This design comes from an exercise in tuning for small area on the open sky130 flow, not from production work.
RTL that was checked went through simulation tests only; none was proved equivalent to the original.
Power figures rest on the tool's default switching activity, not on a simulated workload.

==> job 124 <==
## ARM7Execute
module ARM7Execute (
    input         clk,
    input  [31:0] a_bus,
    input  [31:0] b_bus,
    input  [1:0]  shift_type,
    input  [4:0]  shift_amount_imm,
    input  [7:0]  shift_amount_reg,
    input         reg_shift,
    input  [3:0]  alu_op,
    input         update_flags,
    input         carry_flag,
    input         zero_flag,
    input         overflow_flag,
    input         negative_flag,
    input  [3:0]  cond,
    output [31:0] alu_bus,
    output        new_carry_flag,
    output        new_zero_flag,
    output        new_overflow_flag,
    output        new_negative_flag,
    output        cond_pass
);
    wire [31:0] shifter_out;
    BarrelShifter barrelShifter (
        .clk(clk),
        .b_bus(b_bus),
        .shift_type(shift_type),
        .shift_amount_imm(shift_amount_imm),
        .shift_amount_reg(shift_amount_reg),
        .reg_shift(reg_shift),
        .alu_input(shifter_out)
    );
  ...
clock: 13.0 ns
lec_check: 0
abc_area: 1
cap_margin: 20
core_margin: 2
core_utilization: 30
slew_margin: 20
standard.sh (not shown) runs the stock make flow with config.mk's settings and CLKGATE_MAP_FILE= SYNTH_SCRIPT=/design/flow/synth_recipe.tcl, a recipe that flattens the netlist after the stock synthesis.
==> flow/flow/run.sh <==
#!/bin/bash
# Standard ORFS layout with these changes:
# - the design's ShiftCore module is replaced by flow/ShiftCore_mapped.v, the
#   same function already mapped to sky130hd cells (written by
#   gen/gen_shiftcore.py); synthesis keeps those cells as they are;
# - synthesis maps the rest with ABC's area mapper (flow/abc_area.script)
#   and skips Yosys's full-adder extraction;
# - the port buffers are the library's smallest buffer (buf_1).
# Every other step is the standard one.
set -euo pipefail
W=$PWD
mkdir -p "$W/orfs_scripts"
cp -r "$FLOW_HOME/scripts/." "$W/orfs_scripts/"
cp "$W/flow/abc_area.script" "$W/orfs_scripts/abc_area.script"
awk '/^module ShiftCore/{skip=1} !skip{print} /^endmodule/{skip=0}' "$W/design.v" > "$W/design_mapped.v"
cat "$W/flow/ShiftCore_mapped.v" >> "$W/design_mapped.v"
grep -c "sky130_fd_sc_hd__" "$W/design_mapped.v" > "$W/mapped_cells.txt"
bash standard.sh VERILOG_FILES="$W/design_mapped.v" SCRIPTS_DIR="$W/orfs_scripts" ABC_AREA=1 ADDER_MAP_FILE= synth > "$W/synth.log" 2>&1
bash standard.sh VERILOG_FILES="$W/design_mapped.v" "BUFFER_PORTS_ARGS=-buffer_cell sky130_fd_sc_hd__buf_1" > "$W/layout.log" 2>&1
==> flow/flow/abc_area.script <==
strash
dch -f
amap
topo
Other scripts of this flow, unchanged in this note and not shown: flow/flow/ShiftCore_mapped.v
==> job 7905: changes against job 124 <==
==> flow/flow/abc_area.script (replaced) <==
strash
dc2
dch -f
amap
topo
strash
dc2
dch -f
amap
topo
Settings changed: CAP_MARGIN 20 to 0, CORE_UTILIZATION 30 to 50, CTS_BUF_LIST set to sky130_fd_sc_hd__clkbuf_8, SLEW_MARGIN 20 to 0.
==> job 4055: changes against job 124 <==
Settings changed: CAP_MARGIN 20 to 0, CORE_UTILIZATION 30 to 40, CTS_BUF_LIST set to sky130_fd_sc_hd__clkbuf_8, SLEW_MARGIN 20 to 0.
==> run notes <==
Drt drc: job 7905 -; job 4055 0; job 124 0
Internal power contribution: job 7905 -; job 4055 375.2 µW; job 124 423.7 µW
Mean Syn Cell Area: job 7905 6.237 µm²; job 4055 6.142 µm²; job 124 6.142 µm²
Starting DRT DRC Count: job 7905 -; job 4055 692; job 124 626
Most frequent standard cell in the layout excluding fill and tap cells: job 7905 -; job 4055 sky130_fd_sc_hd__o22ai_1; job 124 sky130_fd_sc_hd__o22ai_1
Result of the run: job 7905 aborted with a tool error; job 4055 complete, no violations; job 124 complete, no violations
Failing step: job 7905 global routing; job 4055 -; job 124 -
Post-route minimum period: job 7905 -; job 4055 12.21 ns; job 124 12.10 ns
Number of failing hold endpoints at the final stage: job 7905 -; job 4055 0; job 124 0
Yosys top cell area share: job 7905 30.09%; job 4055 32.38%; job 124 32.38%
Setup TNS Final: job 7905 -; job 4055 0 ns; job 124 0 ns
Met2 WL: job 7905 -; job 4055 7978 µm; job 124 9026 µm
Clock-pin transition on the worst setup and hold timing paths: job 7905 -; job 4055 0.07 ns; job 124 0.06 ns
Number of cells upsized or downsized after cts: job 7905 57; job 4055 0; job 124 0


==> build 48 <==
ARM7Execute again, from the RTL that the note above started with.
==> flow/config.mk <==
export PLATFORM = sky130hd
export DESIGN_NAME = ARM7Execute
export DESIGN_NICKNAME = ARM7Execute
export VERILOG_FILES = /design/flow/design.v
export SDC_FILE = /design/flow/constraint.sdc
export NUM_CORES = 4
export LEC_CHECK = 0
export ABC_AREA = 1
export CAP_MARGIN = 0
export CORE_MARGIN = 2
export CORE_UTILIZATION = 50
export CTS_BUF_LIST = sky130_fd_sc_hd__clkbuf_8
export SLEW_MARGIN = 0
==> flow/constraint.sdc <==
create_clock -name core_clock -period 13.0 [get_ports {clk}]
set_input_delay 2.6000 -clock core_clock [delete_from_list [all_inputs] [get_ports {clk}]]
set_output_delay 2.6000 -clock core_clock [all_outputs]
set_load 0.01 [all_outputs]
==> flow/flow/abc_area.script <==
strash
dch -f
amap
topo
Scripts as last shown in full above: flow/flow/run.sh
Other scripts of this flow, unchanged in this note and not shown: flow/flow/ShiftCore_mapped.v
==> build 18 (differences from build 48) <==
Settings changed: CORE_UTILIZATION 50 to 40, CTS_CLUSTER_DIAMETER from default to 200, CTS_CLUSTER_SIZE from default to 24.
==> build 57 (differences from build 48) <==
==> flow/flow/abc_area.script (replaced) <==
strash
dc2
dch -f
amap
topo
strash
dc2
dch -f
amap
topo
Settings changed: CAP_MARGIN 0 to 20, CORE_UTILIZATION 50 to 30, CTS_BUF_LIST sky130_fd_sc_hd__clkbuf_8 to default, SLEW_MARGIN 0 to 20.
==> results.py <==
metrics = {
    "outcome": {
        "status": "finished clean",
    },
    "global_route": {
        "grt_pass1_vias": 6654,
    },
    "sta": {
        "setup_viol": 0,
    },
    "placed_design": {
        "hpwl_um": 15410,
    },
}
That was build 48.
==> results.py <==
metrics = {
    "cts": {
        "numCtsBuffers": 5,
    },
    "placed_design": {
        "hpwl_um": 14180,
    },
    "sta": {
        "setup_viol": 0,
    },
    "outcome": {
        "status": "finished clean",
    },
    "global_route": {
        "grt_pass1_vias": 6048,
    },
}
That was build 18.
==> results.py <==
metrics = {
    "outcome": {
        "failed_layout_checks": "negative setup slack",
        "status": "complete, but fails checks",
    },
    "global_route": {
        "grt_pass1_vias": 7360,
    },
    "sta": {
        "setup_viol": 8,
        "fin_ws_ns": -0.7342,
    },
}
That was build 57.


==> inputs of run a <==
==> flow/design.v <==
module PrefixCarry (
    input  [31:0] g,
    input  [31:0] p,
    input         cin,
    output [32:0] c
);
    logic [31:0] G [0:5];
    logic [31:0] P [0:5];
    always_comb begin
        G[0] = g;
        P[0] = p;
        G[0][0] = g[0] | (p[0] & cin);
        for (int l = 0; l < 5; l++) begin
            G[l+1] = G[l];
            P[l+1] = P[l];
            for (int i = 0; i < 32; i++)
                if ((i % (2 << l)) == (2 << l) - 1) begin
                    G[l+1][i] = G[l][i] | (P[l][i] & G[l][i - (1 << l)]);
                    P[l+1][i] = P[l][i] & P[l][i - (1 << l)];
                end
        end
    end
    logic [31:0] D [0:4];
    always_comb begin
        D[4] = G[5];
        for (int l = 3; l >= 0; l--) begin
            D[l] = D[l+1];
            for (int i = 0; i < 32; i++)
                if ((i % (2 << l)) == (1 << l) - 1 && i >= (2 << l))
                    D[l][i] = D[l+1][i] | (P[l][i] & D[l+1][i - (1 << l)]);
        end
    end
    assign c = {D[0], cin};
endmodule
module ALU (
    input [31:0] aBus,
    input [31:0] barrelOutput,
    input clk,
    input [3:0] aluOp,
    input updateFlags,
    input carryFlag, zeroFlag, overflowFlag, negativeFlag,
    output newCarryFlag, newZeroFlag, newOverflowFlag, newNegativeFlag,
    output [31:0] aluBus
);
    logic [3:0] op;
    always_ff @(posedge clk) op <= aluOp;
    wire arith = (op[3:2] == 2'b01) | (op[3:1] == 3'b001) | (op[3:1] == 3'b101);
    wire useC  = (op[3:2] == 2'b01) & (op[1:0] != 2'b00);    
    wire invA  = (op == 4'd3) | (op == 4'd7);                 
    wire invS  = (op == 4'd2) | (op == 4'd6) | (op == 4'd10) | (op == 4'd14) | (op == 4'd15);
    wire cin   = useC ? carryFlag : (op == 4'd2) | (op == 4'd3) | (op == 4'd10);
    wire [31:0] x = aBus ^ {32{invA}};
    wire [31:0] y = barrelOutput ^ {32{invS}};
    wire [31:0] g0 = x & y;
    wire [31:0] p0 = x ^ y;
    wire [32:0] c;
    PrefixCarry pc (.g(g0), .p(p0), .cin(cin), .c(c));
    wire [31:0] sum = p0 ^ c[31:0];
    wire cout = c[32];
    wire ovf  = c[32] ^ c[31];
    logic [31:0] res;
    always_comb begin
        case (op)
            4'd0, 4'd8, 4'd14: res = g0;
            4'd1, 4'd9:        res = p0;
            4'd12:             res = x | y;
            4'd13, 4'd15:      res = y;
            default:           res = sum;
        endcase
    end
    assign aluBus = res;
    assign newCarryFlag    = updateFlags ? (arith & cout) : carryFlag;
    assign newOverflowFlag = updateFlags ? (arith & ovf) : overflowFlag;
    assign newZeroFlag     = updateFlags ? (res == 32'd0) : zeroFlag;
    assign newNegativeFlag = updateFlags ? res[31] : negativeFlag;
endmodule
module BarrelShifter(
    input clk,
    input [31:0] b_bus,
    input [1:0] shift_type,
    input [4:0] shift_amount_imm,
    input [7:0] shift_amount_reg,
    input reg_shift,
    output logic [31:0] alu_input
);
    logic [31:0] b_q;
    logic [1:0]  t_q;
    logic [4:0]  n_q;
    logic        big_q;
    always_ff @(posedge clk) begin
        b_q   <= b_bus;
        t_q   <= shift_type;
        n_q   <= shift_amount_reg[4:0];
        big_q <= |shift_amount_reg[7:5];
    end
    wire [31:0] b   = reg_shift ? b_q : b_bus;
    wire [1:0]  t   = reg_shift ? t_q : shift_type;
    wire [4:0]  n   = reg_shift ? n_q : shift_amount_imm;
    wire        big = reg_shift & big_q;
    wire left = (t == 2'b00);
    wire ror  = (t == 2'b11);
    wire [4:0] r = left ? (5'd0 - n) : n;
    logic [31:0] rot;
    always_comb begin
        rot = b;
        for (int k = 0; k < 5; k++)
            if (r[k]) rot = {rot, rot} >> (1 << k);
    end
    logic [31:0] keep;
    always_comb begin
        for (int i = 0; i < 32; i++)
            keep[i] = ror | (~big & (left ? (n <= i) : (n <= 31 - i)));
    end
    wire fill = (t == 2'b10) & b[31];
    assign alu_input = (rot & keep) | ({32{fill}} & ~keep);
endmodule
`timescale 1ns / 1ps
module BranchHandler (
    input overflow_flag,
    input carry_flag,
    input zero_flag,
    input negative_flag,
    input[3:0] op_condition_flag,
    output logic should_branch
);
    always_comb begin
        case(op_condition_flag)
            4'b0000: should_branch = zero_flag == 1;
            4'b0001: should_branch = zero_flag == 0;
            4'b0010: should_branch = carry_flag == 1;
            4'b0011: should_branch = carry_flag == 0;
            4'b0100: should_branch = negative_flag == 1;
            4'b0101: should_branch = negative_flag == 0;
            4'b0110: should_branch = overflow_flag == 1;
            4'b0111: should_branch = overflow_flag == 0;
            4'b1000: should_branch = carry_flag == 1 && zero_flag == 0;
            4'b1001: should_branch = carry_flag == 0 || zero_flag == 1;
            4'b1010: should_branch = negative_flag == overflow_flag;
            4'b1011: should_branch = negative_flag != overflow_flag;
            4'b1100: should_branch = zero_flag == 0 && (negative_flag == overflow_flag);
            4'b1101: should_branch = zero_flag == 1 || (negative_flag != overflow_flag);
            4'b1110: should_branch = 1;
            4'b1111: should_branch = 0;
        endcase      
    end
endmodule
module ARM7Execute (
    input         clk,
    input  [31:0] a_bus,
    input  [31:0] b_bus,
    input  [1:0]  shift_type,
    input  [4:0]  shift_amount_imm,
    input  [7:0]  shift_amount_reg,
    input         reg_shift,
    input  [3:0]  alu_op,
    input         update_flags,
    input         carry_flag,
    input         zero_flag,
    input         overflow_flag,
    input         negative_flag,
    input  [3:0]  cond,
    output [31:0] alu_bus,
    output        new_carry_flag,
    output        new_zero_flag,
    output        new_overflow_flag,
    output        new_negative_flag,
    output        cond_pass
);
    wire [31:0] shifter_out;
    BarrelShifter barrelShifter (
        .clk(clk),
        .b_bus(b_bus),
        .shift_type(shift_type),
        .shift_amount_imm(shift_amount_imm),
        .shift_amount_reg(shift_amount_reg),
        .reg_shift(reg_shift),
        .alu_input(shifter_out)
    );
    ALU alu (
        .aBus(a_bus),
        .barrelOutput(shifter_out),
        .clk(clk),
        .aluOp(alu_op),
        .updateFlags(update_flags),
        .carryFlag(carry_flag),
        .zeroFlag(zero_flag),
        .overflowFlag(overflow_flag),
        .negativeFlag(negative_flag),
        .newCarryFlag(new_carry_flag),
        .newZeroFlag(new_zero_flag),
        .newOverflowFlag(new_overflow_flag),
        .newNegativeFlag(new_negative_flag),
        .aluBus(alu_bus)
    );
    BranchHandler branchHandler (
        .overflow_flag(overflow_flag),
        .carry_flag(carry_flag),
        .zero_flag(zero_flag),
        .negative_flag(negative_flag),
        .op_condition_flag(cond),
        .should_branch(cond_pass)
    );
endmodule
==> flow/flow/run.sh <==
#!/bin/bash
# Standard ORFS layout, with one change to synthesis: ABC maps for area with
# the script in flow/abc_area.script, and Yosys's full-adder extraction is
# skipped (ADDER_MAP_FILE empty). Every later step is the standard one.
set -euo pipefail
W=$PWD
mkdir -p "$W/orfs_scripts"
cp -r "$FLOW_HOME/scripts/." "$W/orfs_scripts/"
cp "$W/flow/abc_area.script" "$W/orfs_scripts/abc_area.script"
bash standard.sh SCRIPTS_DIR="$W/orfs_scripts" ABC_AREA=1 ADDER_MAP_FILE= synth > "$W/synth.log" 2>&1
bash standard.sh > "$W/layout.log" 2>&1
==> flow/flow/abc_area.script <==
strash
dch -f
amap
topo
==> flow/standard.sh <==
#!/bin/bash
# synth_recipe.tcl (not shown) runs the flow's synth.tcl, then flattens the netlist and writes it again
# the make line also repeats each setting of config.mk as NAME=value (left out here)
make -C /OpenROAD-flow-scripts/flow DESIGN_CONFIG=/design/flow/config.mk WORK_HOME=/design/flow/orfs CLKGATE_MAP_FILE= SYNTH_SCRIPT=/design/flow/synth_recipe.tcl "${@:-finish}"
==> flow/config.mk <==
export PLATFORM = sky130hd
export DESIGN_NAME = ARM7Execute
export DESIGN_NICKNAME = ARM7Execute
export VERILOG_FILES = /design/flow/design.v
export SDC_FILE = /design/flow/constraint.sdc
export NUM_CORES = 4
export LEC_CHECK = 0
export ABC_AREA = 1
export CAP_MARGIN = 20
export CORE_MARGIN = 2
export CORE_UTILIZATION = 30
export SLEW_MARGIN = 20
==> flow/constraint.sdc <==
create_clock -name core_clock -period 13.0 [get_ports {clk}]
set_input_delay 2.6000 -clock core_clock [delete_from_list [all_inputs] [get_ports {clk}]]
set_output_delay 2.6000 -clock core_clock [all_outputs]
set_load 0.01 [all_outputs]
==> run b (differences from run a) <==
--- a/flow/design.v
+++ b/flow/design.v
@@ -46,29 +46,30 @@
     always_ff @(posedge clk) op <= aluOp;
-    wire arith = (op[3:2] == 2'b01) | (op[3:1] == 3'b001) | (op[3:1] == 3'b101);
-    wire useC  = (op[3:2] == 2'b01) & (op[1:0] != 2'b00);    
-    wire invA  = (op == 4'd3) | (op == 4'd7);                 
-    wire invS  = (op == 4'd2) | (op == 4'd6) | (op == 4'd10) | (op == 4'd14) | (op == 4'd15);
-    wire cin   = useC ? carryFlag : (op == 4'd2) | (op == 4'd3) | (op == 4'd10);
-    wire [31:0] x = aBus ^ {32{invA}};
-    wire [31:0] y = barrelOutput ^ {32{invS}};
-    wire [31:0] g0 = x & y;
-    wire [31:0] p0 = x ^ y;
+    function automatic logic member(input logic [3:0] v, input logic [15:0] set);
+        member = set[v];
+    endfunction
+    wire [3:0] k;
+    assign k[0] = member(op, 16'b1000_0100_1100_1100);   
+    assign k[1] = member(op, 16'b0011_1010_0011_0010);   
+    assign k[2] = member(op, 16'b1101_1010_0011_0010);   
+    assign k[3] = member(op, 16'b0011_0101_1100_1101);   
+    wire arith  = member(op, 16'b0000_1100_1111_1100);
+    wire invA   = member(op, 16'b0000_0000_1000_1000);   
+    wire cinOne = member(op, 16'b0000_0100_0000_1100);   
+    wire useC   = member(op, 16'b0000_0000_1110_0000);   
+    wire gA  = arith & ~invA;
+    wire gNA = arith & invA;
+    wire cin = cinOne | (useC & carryFlag);
+    logic [31:0] p, g;
+    always_comb begin
+        for (int i = 0; i < 32; i++) begin
+            p[i] = k[{aBus[i], barrelOutput[i]}];
+            g[i] = ~p[i] & (aBus[i] ? gA : gNA);
+        end
+    end
     wire [32:0] c;
-    PrefixCarry pc (.g(g0), .p(p0), .cin(cin), .c(c));
-    wire [31:0] sum = p0 ^ c[31:0];
-    wire cout = c[32];
-    wire ovf  = c[32] ^ c[31];
-    logic [31:0] res;
-    always_comb begin
-        case (op)
-            4'd0, 4'd8, 4'd14: res = g0;
-            4'd1, 4'd9:        res = p0;
-            4'd12:             res = x | y;
-            4'd13, 4'd15:      res = y;
-            default:           res = sum;
-        endcase
-    end
+    PrefixCarry pc (.g(g), .p(p), .cin(cin), .c(c));
+    wire [31:0] res = p ^ c[31:0];
     assign aluBus = res;
-    assign newCarryFlag    = updateFlags ? (arith & cout) : carryFlag;
-    assign newOverflowFlag = updateFlags ? (arith & ovf) : overflowFlag;
+    assign newCarryFlag    = updateFlags ? c[32] : carryFlag;
+    assign newOverflowFlag = updateFlags ? (c[32] ^ c[31]) : overflowFlag;
     assign newZeroFlag     = updateFlags ? (res == 32'd0) : zeroFlag;
@@ -99,4 +100,6 @@
     wire        big = reg_shift & big_q;
-    wire left = (t == 2'b00);
-    wire ror  = (t == 2'b11);
+    wire left  = (t == 2'b00);
+    wire ror   = (t == 2'b11);
+    wire right = t[1] ^ t[0];
+    wire none  = big & ~ror;
     wire [4:0] r = left ? (5'd0 - n) : n;
@@ -108,11 +111,23 @@
     end
+    logic [7:0] LT, EQL, EQR;
+    logic [3:0] LEL, LER;
+    always_comb begin
+        for (int h = 0; h < 8; h++) begin
+            LT[h]  = ror | ~none & (left & (n[4:2] < h) | right & (n[4:2] < 7 - h));
+            EQL[h] = ~none & left & (n[4:2] == h);
+            EQR[h] = ~none & right & (n[4:2] == 7 - h);
+        end
+        for (int l = 0; l < 4; l++) begin
+            LEL[l] = (n[1:0] <= l);
+            LER[l] = (n[1:0] <= 3 - l);
+        end
+    end
+    wire fill = (t == 2'b10) & b[31];
     logic [31:0] keep;
-    always_comb begin
-        for (int i = 0; i < 32; i++)
-            keep[i] = ror | (~big & (left ? (n <= i) : (n <= 31 - i)));
-    end
-    wire fill = (t == 2'b10) & b[31];
-    assign alu_input = (rot & keep) | ({32{fill}} & ~keep);
-endmodule
-`timescale 1ns / 1ps
+    always_comb
+        for (int i = 0; i < 32; i++) begin
+            keep[i] = LT[i/4] | EQL[i/4] & LEL[i%4] | EQR[i/4] & LER[i%4];
+            alu_input[i] = keep[i] ? rot[i] : fill;
+        end
+endmodule
 module BranchHandler (
@@ -125,22 +140,17 @@
 );
-    always_comb begin
-        case(op_condition_flag)
-            4'b0000: should_branch = zero_flag == 1;
-            4'b0001: should_branch = zero_flag == 0;
-            4'b0010: should_branch = carry_flag == 1;
-            4'b0011: should_branch = carry_flag == 0;
-            4'b0100: should_branch = negative_flag == 1;
-            4'b0101: should_branch = negative_flag == 0;
-            4'b0110: should_branch = overflow_flag == 1;
-            4'b0111: should_branch = overflow_flag == 0;
-            4'b1000: should_branch = carry_flag == 1 && zero_flag == 0;
-            4'b1001: should_branch = carry_flag == 0 || zero_flag == 1;
-            4'b1010: should_branch = negative_flag == overflow_flag;
-            4'b1011: should_branch = negative_flag != overflow_flag;
-            4'b1100: should_branch = zero_flag == 0 && (negative_flag == overflow_flag);
-            4'b1101: should_branch = zero_flag == 1 || (negative_flag != overflow_flag);
-            4'b1110: should_branch = 1;
-            4'b1111: should_branch = 0;
-        endcase      
-    end
+    logic base;
+    wire nv = negative_flag ~^ overflow_flag;
+    always_comb begin
+        case (op_condition_flag[3:1])
+            3'd0: base = zero_flag;
+            3'd1: base = carry_flag;
+            3'd2: base = negative_flag;
+            3'd3: base = overflow_flag;
+            3'd4: base = carry_flag & ~zero_flag;
+            3'd5: base = nv;
+            3'd6: base = ~zero_flag & nv;
+            default: base = 1'b1;
+        endcase
+    end
+    assign should_branch = base ^ op_condition_flag[0];
 endmodule
==> flow/flow/run.sh (replaced) <==
#!/bin/bash
# Standard ORFS layout with two changes: synthesis maps with ABC's area
# mapper (flow/abc_area.script) and skips Yosys's full-adder extraction, and
# the port buffers are the library's smallest buffer (buf_1). Every other
# step is the standard one.
set -euo pipefail
W=$PWD
mkdir -p "$W/orfs_scripts"
cp -r "$FLOW_HOME/scripts/." "$W/orfs_scripts/"
cp "$W/flow/abc_area.script" "$W/orfs_scripts/abc_area.script"
bash standard.sh SCRIPTS_DIR="$W/orfs_scripts" ABC_AREA=1 ADDER_MAP_FILE= synth > "$W/synth.log" 2>&1
bash standard.sh "BUFFER_PORTS_ARGS=-buffer_cell sky130_fd_sc_hd__buf_1" > "$W/layout.log" 2>&1
==> run c (differences from run a) <==
--- a/flow/design.v
+++ b/flow/design.v
@@ -1,35 +1 @@
-module PrefixCarry (
-    input  [31:0] g,
-    input  [31:0] p,
-    input         cin,
-    output [32:0] c
-);
-    logic [31:0] G [0:5];
-    logic [31:0] P [0:5];
-    always_comb begin
-        G[0] = g;
-        P[0] = p;
-        G[0][0] = g[0] | (p[0] & cin);
-        for (int l = 0; l < 5; l++) begin
-            G[l+1] = G[l];
-            P[l+1] = P[l];
-            for (int i = 0; i < 32; i++)
-                if ((i % (2 << l)) == (2 << l) - 1) begin
-                    G[l+1][i] = G[l][i] | (P[l][i] & G[l][i - (1 << l)]);
-                    P[l+1][i] = P[l][i] & P[l][i - (1 << l)];
-                end
-        end
-    end
-    logic [31:0] D [0:4];
-    always_comb begin
-        D[4] = G[5];
-        for (int l = 3; l >= 0; l--) begin
-            D[l] = D[l+1];
-            for (int i = 0; i < 32; i++)
-                if ((i % (2 << l)) == (1 << l) - 1 && i >= (2 << l))
-                    D[l][i] = D[l+1][i] | (P[l][i] & D[l+1][i - (1 << l)]);
-        end
-    end
-    assign c = {D[0], cin};
-endmodule
 module ALU (
@@ -53,9 +19,5 @@
     wire [31:0] y = barrelOutput ^ {32{invS}};
-    wire [31:0] g0 = x & y;
-    wire [31:0] p0 = x ^ y;
-    wire [32:0] c;
-    PrefixCarry pc (.g(g0), .p(p0), .cin(cin), .c(c));
-    wire [31:0] sum = p0 ^ c[31:0];
-    wire cout = c[32];
-    wire ovf  = c[32] ^ c[31];
+    wire [32:0] sum = {1'b0, x} + {1'b0, y} + {32'd0, cin};
+    wire cout = sum[32];
+    wire ovf  = (x[31] == y[31]) & (sum[31] != x[31]);
     logic [31:0] res;
@@ -63,7 +25,7 @@
         case (op)
-            4'd0, 4'd8, 4'd14: res = g0;
-            4'd1, 4'd9:        res = p0;
+            4'd0, 4'd8, 4'd14: res = x & y;
+            4'd1, 4'd9:        res = x ^ y;
             4'd12:             res = x | y;
             4'd13, 4'd15:      res = y;
-            default:           res = sum;
+            default:           res = sum[31:0];
         endcase
==> flow/run.sh (new file) <==
#!/bin/bash
# synth_recipe.tcl (not shown) runs the flow's synth.tcl, then flattens the netlist and writes it again
# the make line also repeats each setting of config.mk as NAME=value (left out here)
make -C /OpenROAD-flow-scripts/flow DESIGN_CONFIG=/design/flow/config.mk WORK_HOME=/design/flow/orfs CLKGATE_MAP_FILE= SYNTH_SCRIPT=/design/flow/synth_recipe.tcl finish
removed: flow/flow/run.sh
removed: flow/flow/abc_area.script
removed: flow/standard.sh
==> comparison <==
- Run b finished with timing, DRC and antenna clean. Run c went through all stages and came out clean. Run a finished clean.
- Sequential share of layout area: run b > run a > run c.
- Of run a and run c, run a has the higher utilization (gap 7.1 points).
- The lowest final cell count belongs to run b, the highest to run c.
- Between run c and run b, the lower die area is in run b (gap 73%, measured against run b).
- Against run a, the setup slack of run c is higher by 0.44 ns.
- In sequential cell count, run c and run a do not differ.
==> figures <==
Result of the run: run b complete, no violations; run a complete, no violations; run c complete, no violations
Final critical delay including setup and external delays: run b 12.18 ns; run a 12.29 ns; run c 11.85 ns
Routed via count: run b 7396; run a 8608; run c 12360
Sequential Power: run b 0.000145 W; run a 0.000145 W; run c 0.000144 W
Simple logic cell fraction of the synthesized area: run b 0.1195; run a 0.2442; run c 0.5180
Count of nets after finishing: run b 1106; run a 1280; run c 2100
Internal power component: run b 0.0004566 W; run a 0.0005261 W; run c 0.0005710 W
Data arrival time of the critical path: run b 9.58 ns; run a 9.69 ns; run c 9.25 ns
Most common cell on crit path: run b -; run a buf_4; run c nand2_1
Clk network pwr share: run b 0.170; run a 0.157; run c 0.128
Total net switching power: run b 0.0004339 W; run a 0.0004646 W; run c 0.0006718 W
Final Power: run b 0.0008905 W; run a 0.0009907 W; run c 0.001243 W
CP Buf/Inv Count: run b 9; run a 10; run c 5
Max incr delay on CP: run b 0.41 ns; run a 0.60 ns; run c 0.53 ns
Function not checked in run a: the RTL went through the layout flow alone.

[port drivers added, routing unchanged]
The flow's constraints put no driver on any port. The routed layouts listed below were extracted and timed again, unchanged, in two steps. Step 1: set_driving_cell puts a clkbuf_16 on clk and a buf_2 on each other input, an assumption about the parent block. Step 2 also shifts input and output timing later by t, the mid clock arrival at the registers, as if the neighbouring blocks saw the same clock. Slacks: no drivers / after step 1 / after step 2; pairs: no drivers / after step 1.
run	t (ns)	slack for setup (ns)	pins driven straight from the clock port
job 124	0.320	0.902 / 0.852 / 0.852	1
job 4055	0.334	0.789 / 0.754 / 0.754	1
build 48	0.333	0.655 / 0.616 / 0.616	1
build 18	0.334	0.789 / 0.754 / 0.754	1
build 57	0.318	-0.734 / -0.775 / -0.775	1
run a	0.335	0.708 / 0.675 / 0.675	1
run b	0.336	0.821 / 0.789 / 0.789	1
run c	0.339	1.147 / 1.125 / 1.125	1
For job 124, which loses most, drivers alone change the setup slack by -0.050 ns; drivers and shift together by -0.050 ns.
